Source: an optimization exercise on an open RTL-to-GDS flow (aim: small area). Production flows keep margins and buffers that such runs may drop. The RTL was checked by simulation tests, not by an equivalence proof against the original design. No driver is modelled on the clock port, so clocking that relies on it looks cheaper here than on a real chip. No activity file was given, so power comes from the tool's default toggle rates.

[flow/design.v]
module riscv_jtag_dtm_0p11 (
    input  logic        tdi,
    output logic        tdo,
    output logic        tdo_oe,
    input  logic        tck,
    input  logic        tms,
    input  logic        trst,
    output logic        dtm_req_valid,
    input  logic        dtm_req_ready,
    output logic [40:0] dtm_req_bits,
    input  logic        dtm_resp_valid,
    output logic        dtm_resp_ready,
    input  logic [35:0] dtm_resp_bits
);
   localparam logic [3:0] TEST_LOGIC_RESET  = 4'h0;
   localparam logic [3:0] RUN_TEST_IDLE     = 4'h9;
   localparam logic [3:0] SELECT_DR         = 4'h8;
   localparam logic [3:0] CAPTURE_DR        = 4'hB;
   localparam logic [3:0] SHIFT_DR          = 4'hD;
   localparam logic [3:0] EXIT1_DR          = 4'hE;
   localparam logic [3:0] PAUSE_DR          = 4'hC;
   localparam logic [3:0] EXIT2_DR          = 4'hF;
   localparam logic [3:0] UPDATE_DR         = 4'hA;
   localparam logic [3:0] SELECT_IR         = 4'h3;
   localparam logic [3:0] CAPTURE_IR        = 4'h1;
   localparam logic [3:0] SHIFT_IR          = 4'h5;
   localparam logic [3:0] EXIT1_IR          = 4'h6;
   localparam logic [3:0] PAUSE_IR          = 4'h4;
   localparam logic [3:0] EXIT2_IR          = 4'h7;
   localparam logic [3:0] UPDATE_IR         = 4'h2;
   localparam logic [1:0] C_IDCODE  = 2'd0;
   localparam logic [1:0] C_DTMINFO = 2'd1;
   localparam logic [1:0] C_DBUS    = 2'd2;
   localparam logic [1:0] C_BYPASS  = 2'd3;
   localparam logic [31:0] IDCODE = 32'h10e31913;
   logic [3:0]  st;
   logic [1:0]  irc;
   logic [40:0] sr_n;         
   wire  [40:0] sr = ~sr_n;
   logic [40:0] dbus;         
   logic [35:0] rx_dat;       
   logic        rx_seen;      
   logic        got;          
   logic        busy_r;       
   logic        st_busy, st_err;
   logic        dbus_vld;     
   logic        nrdy;         
   logic [2:0]  rq_sync;
   logic [2:1]  rs_sync;
   wire s_cdr = (st == CAPTURE_DR);
   wire s_sdr = (st == SHIFT_DR);
   wire s_udr = (st == UPDATE_DR);
   wire s_cir = (st == CAPTURE_IR);
   wire s_sir = (st == SHIFT_IR);
   wire s_uir = (st == UPDATE_IR);
   wire s_tlr = (st == TEST_LOGIC_RESET);
   wire c_dbus = (irc == C_DBUS);
   wire c_info = (irc == C_DTMINFO);
   wire c_id   = (irc == C_IDCODE);
   wire c_byp  = (irc == C_BYPASS);
   wire busy = (busy_r & ~got) | st_busy;
   wire err  = (got & (|rx_dat[1:0])) | st_err;
   wire take = s_cdr & c_dbus & got;
   always_ff @(posedge tck or posedge trst) begin
      if (trst) begin
         st <= TEST_LOGIC_RESET;
      end else begin
         case (st)
           TEST_LOGIC_RESET  : st <= tms ? TEST_LOGIC_RESET : RUN_TEST_IDLE;
           RUN_TEST_IDLE     : st <= tms ? SELECT_DR        : RUN_TEST_IDLE;
           SELECT_DR         : st <= tms ? SELECT_IR        : CAPTURE_DR;
           CAPTURE_DR        : st <= tms ? EXIT1_DR         : SHIFT_DR;
           SHIFT_DR          : st <= tms ? EXIT1_DR         : SHIFT_DR;
           EXIT1_DR          : st <= tms ? UPDATE_DR        : PAUSE_DR;
           PAUSE_DR          : st <= tms ? EXIT2_DR         : PAUSE_DR;
           EXIT2_DR          : st <= tms ? UPDATE_DR        : SHIFT_DR;
           UPDATE_DR         : st <= tms ? SELECT_DR        : RUN_TEST_IDLE;
           SELECT_IR         : st <= tms ? TEST_LOGIC_RESET : CAPTURE_IR;
           CAPTURE_IR        : st <= tms ? EXIT1_IR         : SHIFT_IR;
           SHIFT_IR          : st <= tms ? EXIT1_IR         : SHIFT_IR;
           EXIT1_IR          : st <= tms ? UPDATE_IR        : PAUSE_IR;
           PAUSE_IR          : st <= tms ? EXIT2_IR         : PAUSE_IR;
           EXIT2_IR          : st <= tms ? UPDATE_IR        : SHIFT_IR;
           default           : st <= tms ? SELECT_DR        : RUN_TEST_IDLE;
         endcase
      end
   end
   always_ff @(posedge tck or posedge trst) begin
      if (trst)
         irc <= C_IDCODE;
      else if (s_tlr)
         irc <= C_IDCODE;
      else if (s_uir)
         case (sr[4:0])
           5'h01:   irc <= C_IDCODE;
           5'h10:   irc <= C_DTMINFO;
           5'h11:   irc <= C_DBUS;
           default: irc <= C_BYPASS;
         endcase
   end
   wire g_rx  = c_dbus & ~busy & rx_seen;    
   wire g_ad  = ~busy;                       
   wire g_by  = c_dbus & busy;               
   wire g_id  = c_id;
   wire g_in  = c_info;
   wire id_in = c_id | c_info;
   logic [40:0] cap;
   always_comb begin
      cap = {41{g_rx}} & {5'd0, rx_dat};
      cap[40:36] = {5{g_ad}} & dbus[40:36];
      cap[0] = g_by | (g_rx & rx_dat[0]) | g_id;
      cap[1] = g_by | (g_rx & rx_dat[1]) | g_id;
      for (int i = 2; i < 32; i++)
         if (IDCODE[i])
            cap[i] = cap[i] | g_id;
      cap[4]  = cap[4]  | g_in;
      cap[6]  = cap[6]  | g_in;
      cap[8]  = cap[8]  | (g_in & (st_err | st_busy));
      cap[9]  = cap[9]  | (g_in & st_err);
      cap[10] = cap[10] | g_in;
      cap[12] = cap[12] | g_in;
      if (s_cir)
         cap[4:0] = 5'd1;
   end
   logic [40:0] shv;
   always_comb begin
      shv = {tdi, sr[40:1]};
      if (id_in)
         shv[31] = tdi;
      if (s_sir)
         shv[4] = tdi;
      if (s_sdr & c_byp)
         shv[0] = tdi;
   end
   wire sr_cap = s_cir | s_cdr;
   wire sr_sh  = s_sir | s_sdr;
   wire sr_hd  = ~(sr_cap | sr_sh);
   always_ff @(posedge tck) begin
      sr_n <= ~(({41{sr_cap}} & cap) | ({41{sr_sh}} & shv) | ({41{sr_hd}} & sr));
   end
   always_ff @(posedge tck or posedge trst) begin
      if (trst) begin
         st_busy <= 1'b0;
         st_err  <= 1'b0;
      end else if (s_cdr & c_dbus) begin
         st_busy <= busy;
         st_err  <= err;
      end else if (s_udr & c_info & sr[16]) begin
         st_busy <= 1'b0;
         st_err  <= 1'b0;
      end
   end
   wire send = s_udr & c_dbus & ~st_busy;
   always_ff @(posedge tck or posedge trst) begin
      if (trst)
         dbus[40:36] <= '0;
      else if (send)
         dbus[40:36] <= st_err ? 5'd0 : sr[40:36];
   end
   wire db_ld = send & ~st_err;
   wire db_hd = ~send & dbus_vld;
   always_ff @(posedge tck) begin
      dbus[35:0] <= ({36{db_ld}} & sr[35:0]) | ({36{db_hd}} & dbus[35:0]);
   end
   wire rq_rdy   = rq_sync[1];
   wire rq_nedge = ~rq_sync[1] & rq_sync[0];
   wire rq_irdy  = ~nrdy | rq_nedge;
   wire rq_set   = dbus_vld & rq_irdy;
   always_ff @(posedge tck) begin
      rq_sync <= {dtm_req_ready, rq_sync[2:1]};
   end
   always_ff @(posedge tck or posedge trst) begin
      if (trst)
         dbus_vld <= 1'b0;
      else if (send)
         dbus_vld <= 1'b1;
      else if (~s_udr & rq_irdy)
         dbus_vld <= 1'b0;
   end
   always_ff @(posedge tck or posedge trst) begin
      if (trst)
         busy_r <= 1'b0;
      else if (dbus_vld)
         busy_r <= 1'b1;
      else if (take)
         busy_r <= 1'b0;
   end
   always_ff @(posedge tck or posedge trst) begin
      if (trst)
         dtm_req_valid <= 1'b0;
      else if (rq_set)
         dtm_req_valid <= 1'b1;
      else if (rq_rdy)
         dtm_req_valid <= 1'b0;
   end
   always_ff @(posedge tck or posedge trst) begin
      if (trst)
         nrdy <= 1'b0;
      else if (rq_set)
         nrdy <= 1'b1;
      else if (rq_nedge)
         nrdy <= 1'b0;
   end
   wire tx_hd = ~rq_set & dtm_req_valid;
   always_ff @(posedge tck) begin
      dtm_req_bits <= ({41{rq_set}} & dbus) | ({41{tx_hd}} & dtm_req_bits);
   end
   wire rs_vld   = rs_sync[1];
   wire rs_set   = ~got & rs_vld & ~dtm_resp_ready;
   always_ff @(posedge tck or posedge trst) begin
      if (trst)
         rs_sync[2:1] <= '0;
      else
         rs_sync[2:1] <= {dtm_resp_valid, rs_sync[2]};
   end
   always_ff @(posedge tck or posedge trst) begin
      if (trst)
         dtm_resp_ready <= 1'b0;
      else if (rs_set)
         dtm_resp_ready <= 1'b1;
      else if (~rs_vld)
         dtm_resp_ready <= 1'b0;
   end
   always_ff @(posedge tck or posedge trst) begin
      if (trst)
         got <= 1'b0;
      else if (rs_set)
         got <= 1'b1;
      else if (take)
         got <= 1'b0;
   end
   always_ff @(posedge tck or posedge trst) begin
      if (trst)
         rx_seen <= 1'b0;
      else if (rs_set)
         rx_seen <= 1'b1;
   end
   wire rx_hd = ~rs_set & rx_seen;
   always_ff @(posedge tck) begin
      rx_dat <= ({36{rs_set}} & dtm_resp_bits) | ({36{rx_hd}} & rx_dat);
   end
   always_ff @(negedge tck or posedge trst) begin
      if (trst) begin
         tdo    <= 1'b0;
         tdo_oe <= 1'b0;
      end else begin
         tdo    <= (s_sir | s_sdr) & sr[0];
         tdo_oe <= s_sir | s_sdr;
      end
   end
endmodule
[flow/flow/run.sh]
#!/bin/bash
# Layout flow: the standard flow (standard.sh) with these changes.
#  - Synthesis is the standard synthesis script, except that ABC maps the
#    combinational logic with an area-only script (flow/abc_area.script);
#    registers are mapped before ABC runs, so they are the standard ones.
#  - Port buffers use the smallest buffer cell.
#  - Clock tree synthesis adds no dummy loads; its leaf buffers are then
#    sized down to the smallest clock buffer that keeps the clock slew low.
#  - The design repairs after placement and global routing use buffers no
#    larger than buf_2 (flow/small_buffers.tcl).
#  - A denser floorplan (CORE_UTILIZATION) and smaller repair margins
#    (SLEW_MARGIN, CAP_MARGIN) than the defaults.
# Each tool's output goes to a log file in this folder.
set -o pipefail
WORK=$PWD
export FLOW_DIR=$WORK/flow
export CLK_LEAF_SLEW_NS=${CLK_LEAF_SLEW_NS:-0.11}

# synthesis script: synth_recipe.tcl, sourcing a copy of ORFS synth.tcl whose
# abc call uses our script
sed 's|^  log_cmd abc {\*}\$abc_args|  lset abc_args 1 $::env(FLOW_DIR)/abc_area.script\n  log_cmd abc {*}$abc_args|' \
  $FLOW_HOME/scripts/synth.tcl > $WORK/synth_core.tcl
grep -q 'lset abc_args 1' $WORK/synth_core.tcl || { echo "synth.tcl patch failed"; exit 1; }
sed "s|source \$::env(SCRIPTS_DIR)/synth.tcl|source $WORK/synth_core.tcl|" synth_recipe.tcl > $WORK/own_synth.tcl
grep -q synth_core.tcl $WORK/own_synth.tcl || { echo "synth_recipe.tcl patch failed"; exit 1; }

bash standard.sh \
  SYNTH_SCRIPT=$WORK/own_synth.tcl \
  BUFFER_PORTS_ARGS="-buffer_cell sky130_fd_sc_hd__buf_1" \
  CTS_ARGS="-sink_clustering_enable -repair_clock_nets -dont_use_dummy_load -buf_list {sky130_fd_sc_hd__clkbuf_4} -root_buf sky130_fd_sc_hd__clkbuf_4" \
  SLEW_MARGIN=10 CAP_MARGIN=10 CORE_UTILIZATION=70 \
  POST_CTS_TCL=$FLOW_DIR/post_cts.tcl \
  PRE_RESIZE_TCL=$FLOW_DIR/small_buffers.tcl \
  PRE_GLOBAL_ROUTE_TCL=$FLOW_DIR/small_buffers.tcl \
  finish > standard.log 2>&1
[flow/flow/abc_area.script]
strash
&get -n
&st
&syn4
&dch
&nf -a -p
&put
topo
[flow/flow/post_cts.tcl]
# Runs after clock tree synthesis: give each leaf clock buffer the smallest
# clock buffer cell that keeps its estimated output slew under the limit,
# then legalize the placement again.
source $::env(FLOW_DIR)/size_clk.tcl
estimate_parasitics -placement
size_clock_buffers $::env(CLK_LEAF_SLEW_NS) {sky130_fd_sc_hd__clkbuf_2 sky130_fd_sc_hd__clkbuf_4 sky130_fd_sc_hd__clkbuf_8 sky130_fd_sc_hd__clkbuf_16}
detailed_placement
estimate_parasitics -placement
[flow/flow/size_clk.tcl]
# Give each clock tree buffer that drives flip-flops the smallest clock
# buffer cell whose output slew, estimated from placement, stays under a limit.
proc clk_out_pin {inst} {
  return [get_pins -of_objects [get_cells [$inst getName]] -filter "direction==output"]
}
proc drives_flops {inst} {
  foreach it [[[$inst findITerm X] getNet] getITerms] {
    if {[string match "*df*" [[[$it getInst] getMaster] getName]]} { return 1 }
  }
  return 0
}
proc size_clock_buffers {limit_ns cells} {
  set block [ord::get_db_block]
  foreach inst [$block getInsts] {
    set mname [[$inst getMaster] getName]
    if {![string match "sky130_fd_sc_hd__clkbuf_*" $mname]} { continue }
    if {![drives_flops $inst]} { continue }
    foreach c $cells {
      replace_cell [get_cells [$inst getName]] $c
      estimate_parasitics -placement
      if {[get_property [clk_out_pin $inst] slew_max] <= $limit_ns} { break }
    }
    puts "size_clock_buffers: [$inst getName] -> [[$inst getMaster] getName] slew [get_property [clk_out_pin $inst] slew_max]"
  }
}
[flow/flow/small_buffers.tcl]
# Runs before the placement and global-route design repairs: keep them from
# using buffers larger than buf_2 on high-fanout nets.
set_dont_use {sky130_fd_sc_hd__buf_4 sky130_fd_sc_hd__buf_6 sky130_fd_sc_hd__buf_8 sky130_fd_sc_hd__buf_12 sky130_fd_sc_hd__buf_16 sky130_fd_sc_hd__bufbuf_8 sky130_fd_sc_hd__bufbuf_16}
[flow/standard.sh]
#!/bin/bash
# synth_recipe.tcl (not shown) runs the flow's synth.tcl, then flattens the netlist and writes it again
# the make line also repeats each setting of config.mk as NAME=value (left out here)
make -C /OpenROAD-flow-scripts/flow DESIGN_CONFIG=/design/flow/config.mk WORK_HOME=/design/flow/orfs CLKGATE_MAP_FILE= SYNTH_SCRIPT=/design/flow/synth_recipe.tcl "${@:-finish}"
[flow/config.mk]
export PLATFORM = sky130hd
export DESIGN_NAME = riscv_jtag_dtm_0p11
export DESIGN_NICKNAME = riscv_jtag_dtm_0p11
export VERILOG_FILES = /design/flow/design.v
export SDC_FILE = /design/flow/constraint.sdc
export NUM_CORES = 4
export LEC_CHECK = 0
export ABC_AREA = 1
export CAP_MARGIN = 20
export CORE_MARGIN = 2
export CORE_UTILIZATION = 40
export SLEW_MARGIN = 20
[flow/constraint.sdc]
create_clock -name core_clock -period 20.0 [get_ports {tck}]
set_input_delay 4.0000 -clock core_clock [delete_from_list [all_inputs] [get_ports {tck}]]
set_output_delay 4.0000 -clock core_clock [all_outputs]
set_load 0.01 [all_outputs]
==> results of run 1 <==
layout make-up:
cell class	count	area, um2	area share
flip-flops and latches	181	3740	0.581
clock buffers	17	165	0.0257
inverters	6	22.5	0.00350
well taps	105	131	0.0204
multi-input cells	282	1990	0.310
repair buffers	94	383	0.0595
power groups by stage:
stage | Clock, mW | Combinational (mW) | Sequential [mW]
floorplan | 0 | 0.155 | 0.511
global placement | 0 | 0.195 | 0.529
detailed placement | 0 | 0.206 | 0.533
global route | 0.170 | 0.233 | 0.541
finish | 0.153 | 0.209 | 0.530
final timing paths:
path / start / end / slack [ns] / cells after the start
hold / removal: rq_sync[2]$_DFF_P_ / rq_sync[1]$_DFF_P_ / 0.34 / 0
hold reg to reg: rq_sync[2]$_DFF_P_ / rq_sync[1]$_DFF_P_ / 0.34 / 0
setup / recovery: tdo$_DFF_NP0_ / tdo / 4.99 / 1
min in group asynchronous: trst / dbus[39]$_DFFE_PP0P_ / 3.50 / 2
setup reg to reg: st[1]$_DFF_PP0_ / tdo_oe$_DFF_NP0_ / 8.44 / 3
max in group asynchronous: trst / tdo$_DFF_NP0_ / 6.12 / 2
cell families (layout without fill, tap and decap cells):
family,count (synthesis),count (layout),synth area share
and+or+nand+nor,54,54,0.0491
AOI/OAI and AO/OA,226,226,0.291
buffers and inverters,6,117,0.00393
DFF,181,181,0.653
xor gates and xnor gates,2,2,0.00306
per-stage QoR:
step	cells	power (mW)	util	setup WS, ns	hold slack, ns
3_5_place_dp	668	0.739	0.775	5.48	0.316
3_3_place_gp	668	0.724	0.775	5.49	0.312
6_report	685	0.891	0.796	4.99	0.336
2_1_floorplan	469	0.665	-	5.59	0.310
5_1_grt	685	0.943	0.796	4.94	0.345
cell usage after synthesis:
master,number
a221oi_1,2
a21o_1,3
nand4b_1,1
nand2b_1,2
nand3_1,3
and3b_1,1
a21boi_0,1
or4_1,1
nor3b_1,2
o21ai_0,19
nor3_1,2
o21a_1,1
xnor2_1,2
nor2_1,11
nor2b_1,3
a311oi_1,3
o221ai_1,1
dfrtp_1,22
a211oi_1,11
and2_0,2
nand2_1,18
dfxtp_1,157
a22oi_1,1
nand3b_1,1
or2_0,2
a21oi_1,31
or4b_1,2
clkinv_1,6
or3_1,2
o22ai_1,38
nand4bb_1,1
a22o_1,75
a211o_1,1
a31oi_1,3
dfrtn_1,2
o2bb2ai_1,36
routing by layer:
metal  vias up  share of wire
li1       2084              -
met1      2164           0.44
met2       188           0.48
met3        22          0.066
met4         0          0.016
met5         -              0
sequential cells by signal, indices dropped and copies added (netlist names), 2 cells and up:
signal	flops
dbus	41
dtm_req_bits	41
sr_n	41
rx_dat	36
st	4
rq_sync	3
irc	2
rs_sync	2
==> summary.txt, run 1 <==
Power and ir drop
  – Clk pwr share: 0.171
  – Switch Pwr: 0.293 mW
  – Max VDD drop: 0.000115 V
  – Comb pwr share: 0.235
  – Internal Pwr Total: 0.598 mW
  – P_leak: 2.41 nW
  – Switch share: 0.329
  – PwrDens: 138 mW/mm2
  – Reg power frac: 0.594

Drt
  – Final ANT Viol Nets: 0
  – Final wirelength: 13.0 mm
  – Vias: 4458
  – DRC: 0
  – Drt first pass iters: 7
  – Detailed router's first-iteration violation count: 267
  – Vias per cell: 6.51
  – WL/cell: 19.0 um

Setup path
  – WP data arrival: 11.01 ns
  – Critical path buffers and inverters: 1
  – Slowest CP cell: dfrtn_1
  – Crit path max fanout: 1
  – Worst path max stage delay: 0.40 ns
  – CP Capture Type: output pin
  – Crit-path cells: buf_1
  – Worst setup SP type: register
  – Family with the most delay on the worst path: flip-flops
  – CP Data Required Time: 16.00 ns
  – Crit Path Category: reg -> out

Logic synthesis
  – Cell area after synthesis: 0.00573 mm2
  – Area leader, netlist: dfxtp_1
  – Library cells used by synthesis: 36
  – #FFs+latches synth: 181
  – Syn Area/Cell: 12.2 um2
  – Area fraction of the dominant cell type after synthesis: 0.548
  – Gate Count Post-Synth: 469
  – Sequential area share after synthesis: 0.653
  – Synth warnings: 1
  – Synth Net Count: 511
  – Ranking of synthesized cells by area: dfxtp_1 55%, a22o_1 11%, dfrtp_1 9.6%, o2bb2ai_1 5.5%, o22ai_1 4.1%

Global route
  – GR Util All Layers: 0.311
  – First-pass GRT wire length: 21.4 mm
  – Vias in the first global route: 4288
  – Largest net degree at the start of global routing: 43
  – Global Route met3 Usage: 0.0694
  – GRT Residual Overflow: 0
  – GR peak layer: met2
  – Met1 Use GR: 0.432
  – Antenna violations before repair: 0
  – GR Layer Usage met2: 0.490

STA
  – Slew headroom: 0.304
  – Unrepaired setup endpoints after global routing: no
  – Post-route setup TNS: 0 ns
  – Final Hold Viols: 0
  – Final slew viol count: 0
  – Worst Skew: 0.0679 ns
  – Slew @ Worst Pin: 1.04 ns
  – Finish-stage setup viols: 0

Final layout
  – Final nets: 624
  – Share of cells above drive strength 1: 0.0500
  – Finished Cell Area: 0.00644 mm2
  – Fillers: 530
  – Ant diodes: 0
  – Area Overhead vs Synth: 12.3%
  – Commonest non-fill, non-tap cell in the layout: dfxtp_1
  – Most frequent cells in the layout: 157 x dfxtp_1, 86 x buf_1, 75 x a22o_1

CTS
  – Reg clk slew, reported paths: 0.09 ns
  – CTS Sinks: 181
  – Clock latency (worst-skew pair): 0.53 ns
  – CTS tree: done

Floorplan
  – Die ar.: 0.00893 mm2
  – Row count: 33
  – Starting Density: 0.708
  – Core area: 0.00809 mm2
  – I/O pin count: 87
  – Die width: 94.5 um
  – Chip Height: 94.5 um

Placed design
  – Placement Cell Area: 0.00627 mm2
  – GPL Wtd Cong: 0.813
  – PortBufs: 86
  – Post-DP HPWL: 7.99 mm

Flow run
  – Max cap viols: 0

Hold path
  – Hold Crit Class: reg -> reg

Run status
  – Outcome: timing/DRC/antenna clean
==> run 2: changes to the inputs <==
--- a/flow/flow/run.sh
+++ b/flow/flow/run.sh
@@ -6,7 +6,7 @@
 #  - Port buffers use the smallest buffer cell.
 #  - Clock tree synthesis adds no dummy loads; its leaf buffers are then
 #    sized down to the smallest clock buffer that keeps the clock slew low.
-#  - The design repairs after placement and global routing use buffers no
+#  - The design repairs in placement and after global routing use buffers no
 #    larger than buf_2 (flow/small_buffers.tcl).
 #  - A denser floorplan (CORE_UTILIZATION) and smaller repair margins
 #    (SLEW_MARGIN, CAP_MARGIN) than the defaults.
@@ -30,6 +30,7 @@
   CTS_ARGS="-sink_clustering_enable -repair_clock_nets -dont_use_dummy_load -buf_list {sky130_fd_sc_hd__clkbuf_4} -root_buf sky130_fd_sc_hd__clkbuf_4" \
   SLEW_MARGIN=10 CAP_MARGIN=10 CORE_UTILIZATION=70 \
   POST_CTS_TCL=$FLOW_DIR/post_cts.tcl \
+  PRE_GLOBAL_PLACE_TCL=$FLOW_DIR/small_buffers.tcl \
   PRE_RESIZE_TCL=$FLOW_DIR/small_buffers.tcl \
   PRE_GLOBAL_ROUTE_TCL=$FLOW_DIR/small_buffers.tcl \
   finish > standard.log 2>&1
==> flow/flow/small_buffers.tcl (replaced) <==
# Runs before global placement, placement repair and global routing: keep them from
# using buffers larger than buf_2 on high-fanout nets.
set_dont_use {sky130_fd_sc_hd__buf_4 sky130_fd_sc_hd__buf_6 sky130_fd_sc_hd__buf_8 sky130_fd_sc_hd__buf_12 sky130_fd_sc_hd__buf_16 sky130_fd_sc_hd__bufbuf_8 sky130_fd_sc_hd__bufbuf_16}
==> run 2 against run 1 <==
Against the previous run:
- critical path depth is the same
- design area down 0.35%
- sequential cell count unchanged
- combinational power about the same
- area after synthesis unchanged
- clock-buffer cell count unchanged
- clock power about the same
- critical endpoint unchanged
- largest cell class unchanged
==> summary.txt, run 2 <==
Setup path
  – Crit path max fanout: 1
  – CP Capture Type: output pin
  – Slowest CP cell: dfrtn_1
  – Crit Path Category: reg -> out
  – Critical path buffers and inverters: 1
  – Worst path max stage delay: 0.40 ns
  – Crit-path cells: buf_1
  – Worst setup SP type: register
  – CP Data Required Time: 16.00 ns
  – Family with the most delay on the worst path: flip-flops
  – WP data arrival: 11.02 ns

Logic synthesis
  – Syn Area/Cell: 12.2 um2
  – Gate Count Post-Synth: 469
  – Post-synth top cells: 157 x dfxtp_1, 75 x a22o_1, 38 x o22ai_1
  – Synth Net Count: 511
  – Sequential area share after synthesis: 0.653
  – Area leader, netlist: dfxtp_1
  – Area fraction of the dominant cell type after synthesis: 0.548
  – Prevailing post-synth register cell: dfxtp_1
  – Synth warnings: 1
  – Count leader, synth: dfxtp_1
  – Library cells used by synthesis: 36
  – Cell area after synthesis: 0.00573 mm2
  – Ranking of synthesized cells by area: dfxtp_1 55%, a22o_1 11%, dfrtp_1 9.6%, o2bb2ai_1 5.5%, o22ai_1 4.1%
  – #FFs+latches synth: 181
  – Number of synthesized flops with an enable pin: 0
  – Post-synth ARST share: 0.133

Drt
  – Vias per cell: 6.59
  – DRC: 0
  – Detailed router's first-iteration violation count: 300
  – Final ANT Viol Nets: 0
  – Drt first pass iters: 5
  – WL/cell: 19.8 um
  – Final wirelength: 13.6 mm
  – Vias: 4517

STA
  – Post-route setup TNS: 0 ns
  – Unrepaired setup endpoints after global routing: no
  – Slew @ Worst Pin: 1.30 ns
  – Finish-stage setup viols: 0
  – Final Hold Viols: 0
  – Final slew viol count: 0
  – Slew headroom: 0.134
  – Worst Skew: 0.0762 ns

Placed design
  – GPL Wtd Cong: 0.832
  – PortBufs: 86
  – Inst Count DP: 668
  – Post-DP HPWL: 8.66 mm

Floorplan
  – Core area: 0.00809 mm2
  – I/O pin count: 87
  – Row count: 33
  – Die ar.: 0.00893 mm2
  – Chip Height: 94.5 um
  – Starting Density: 0.708
  – Die width: 94.5 um

Global route
  – GR Util All Layers: 0.312
  – First-pass GRT wire length: 21.3 mm
  – GR Layer Usage met2: 0.498
  – Vias in the first global route: 4286
  – Global Route met3 Usage: 0.0774
  – Largest net degree at the start of global routing: 42
  – GR peak layer: met2
  – Antenna violations before repair: 0
  – GRT Residual Overflow: 0
  – Met1 Use GR: 0.412

Power and ir drop
  – PwrDens: 140 mW/mm2
  – Internal Pwr Total: 0.597 mW
  – Comb pwr share: 0.234
  – Clk pwr share: 0.173
  – Reg power frac: 0.593
  – Max VDD drop: 0.000111 V
  – Switch Pwr: 0.298 mW
  – P_leak: 2.39 nW
  – Switch share: 0.333

Final layout
  – Area taken by multi-input logic gates: 0.00199 mm2
  – Commonest non-fill, non-tap cell in the layout: dfxtp_1
  – Area Overhead vs Synth: 11.9%
  – Biggest regs: dbus (41), dtm_req_bits (41), sr_n (41)
  – Most frequent cells in the layout: 157 x dfxtp_1, 93 x buf_1, 75 x a22o_1
  – Final nets: 624
  – Reg area: 0.00374 mm2
  – Fillers: 554
  – Share of cells above drive strength 1: 0.0379
  – Ant diodes: 0
  – Non-Filler Instances: 685

CTS
  – CTS tree: done
  – Clock latency (worst-skew pair): 0.55 ns
  – Reg clk slew, reported paths: 0.08 ns
  – CTS Sinks: 181

Flow run
  – Max cap viols: 0

Run status
  – Outcome: timing/DRC/antenna clean

Hold path
  – Hold Crit Class: reg -> reg
[run 2: through the flow]
stage | power (mW) | worst slack, ns | hold WS, ns | cell area, um2 | util
floorplan | 0.665 | 5.59 | 0.310 | 5730 | -
global placement | 0.722 | 5.48 | 0.310 | 6240 | 0.772
detailed placement | 0.739 | 5.49 | 0.319 | 6240 | 0.772
global route | 0.941 | 4.92 | 0.346 | 6420 | 0.793
finish | 0.895 | 4.98 | 0.335 | 6420 | 0.793
[run 2: area by class of cell]
| class | count | share of cell area |
|---|---|---|
| sequential | 181 | 0.583 |
| multi-input combinational | 282 | 0.311 |
| timing repair buffer | 94 | 0.0552 |
| clock buffer | 17 | 0.0267 |
| tap | 105 | 0.0205 |
| inverter | 6 | 0.00351 |
[run 2: routing by layer]
layer  share of wire  vias to the layer above  wire length (um)
met4           0.021                        0               281
li1                -                     2072                 -
met2            0.48                      192              6490
met3           0.068                       28               925
met5               0                        -                 0
met1            0.43                     2225              5870
[run 2: logic make-up after synthesis]
family / after synthesis / synth area share
AND/OR/NAND/NOR: 54 / 0.0491
flip-flops: 181 / 0.653
XOR/XNOR: 2 / 0.00306
AO/OA/AOI/OAI: 226 / 0.291
buffers and inverters: 6 / 0.00393
[run 2: power by group through the flow]
stage          combinational [mW]  clock (mW)  sequential (mW)
6_report                    0.210       0.155            0.531
5_1_grt                     0.232       0.170            0.539
3_5_place_dp                0.205           0            0.534
3_3_place_gp                0.193           0            0.529
2_1_floorplan               0.155           0            0.511
[run 2: worst paths after layout]
kind,startpoint,end,slack (ns),cells past startpoint
setup / recovery,tdo$_DFF_NP0_,tdo,4.98,1
hold / removal,rq_sync[2]$_DFF_P_,rq_sync[1]$_DFF_P_,0.33,0
setup reg to reg,st[1]$_DFF_PP0_,tdo_oe$_DFF_NP0_,8.15,2
hold reg to reg,rq_sync[2]$_DFF_P_,rq_sync[1]$_DFF_P_,0.33,0
max in group asynchronous,trst,tdo_oe$_DFF_NP0_,6.15,2
min in group asynchronous,trst,st[0]$_DFF_PP0_,3.47,2
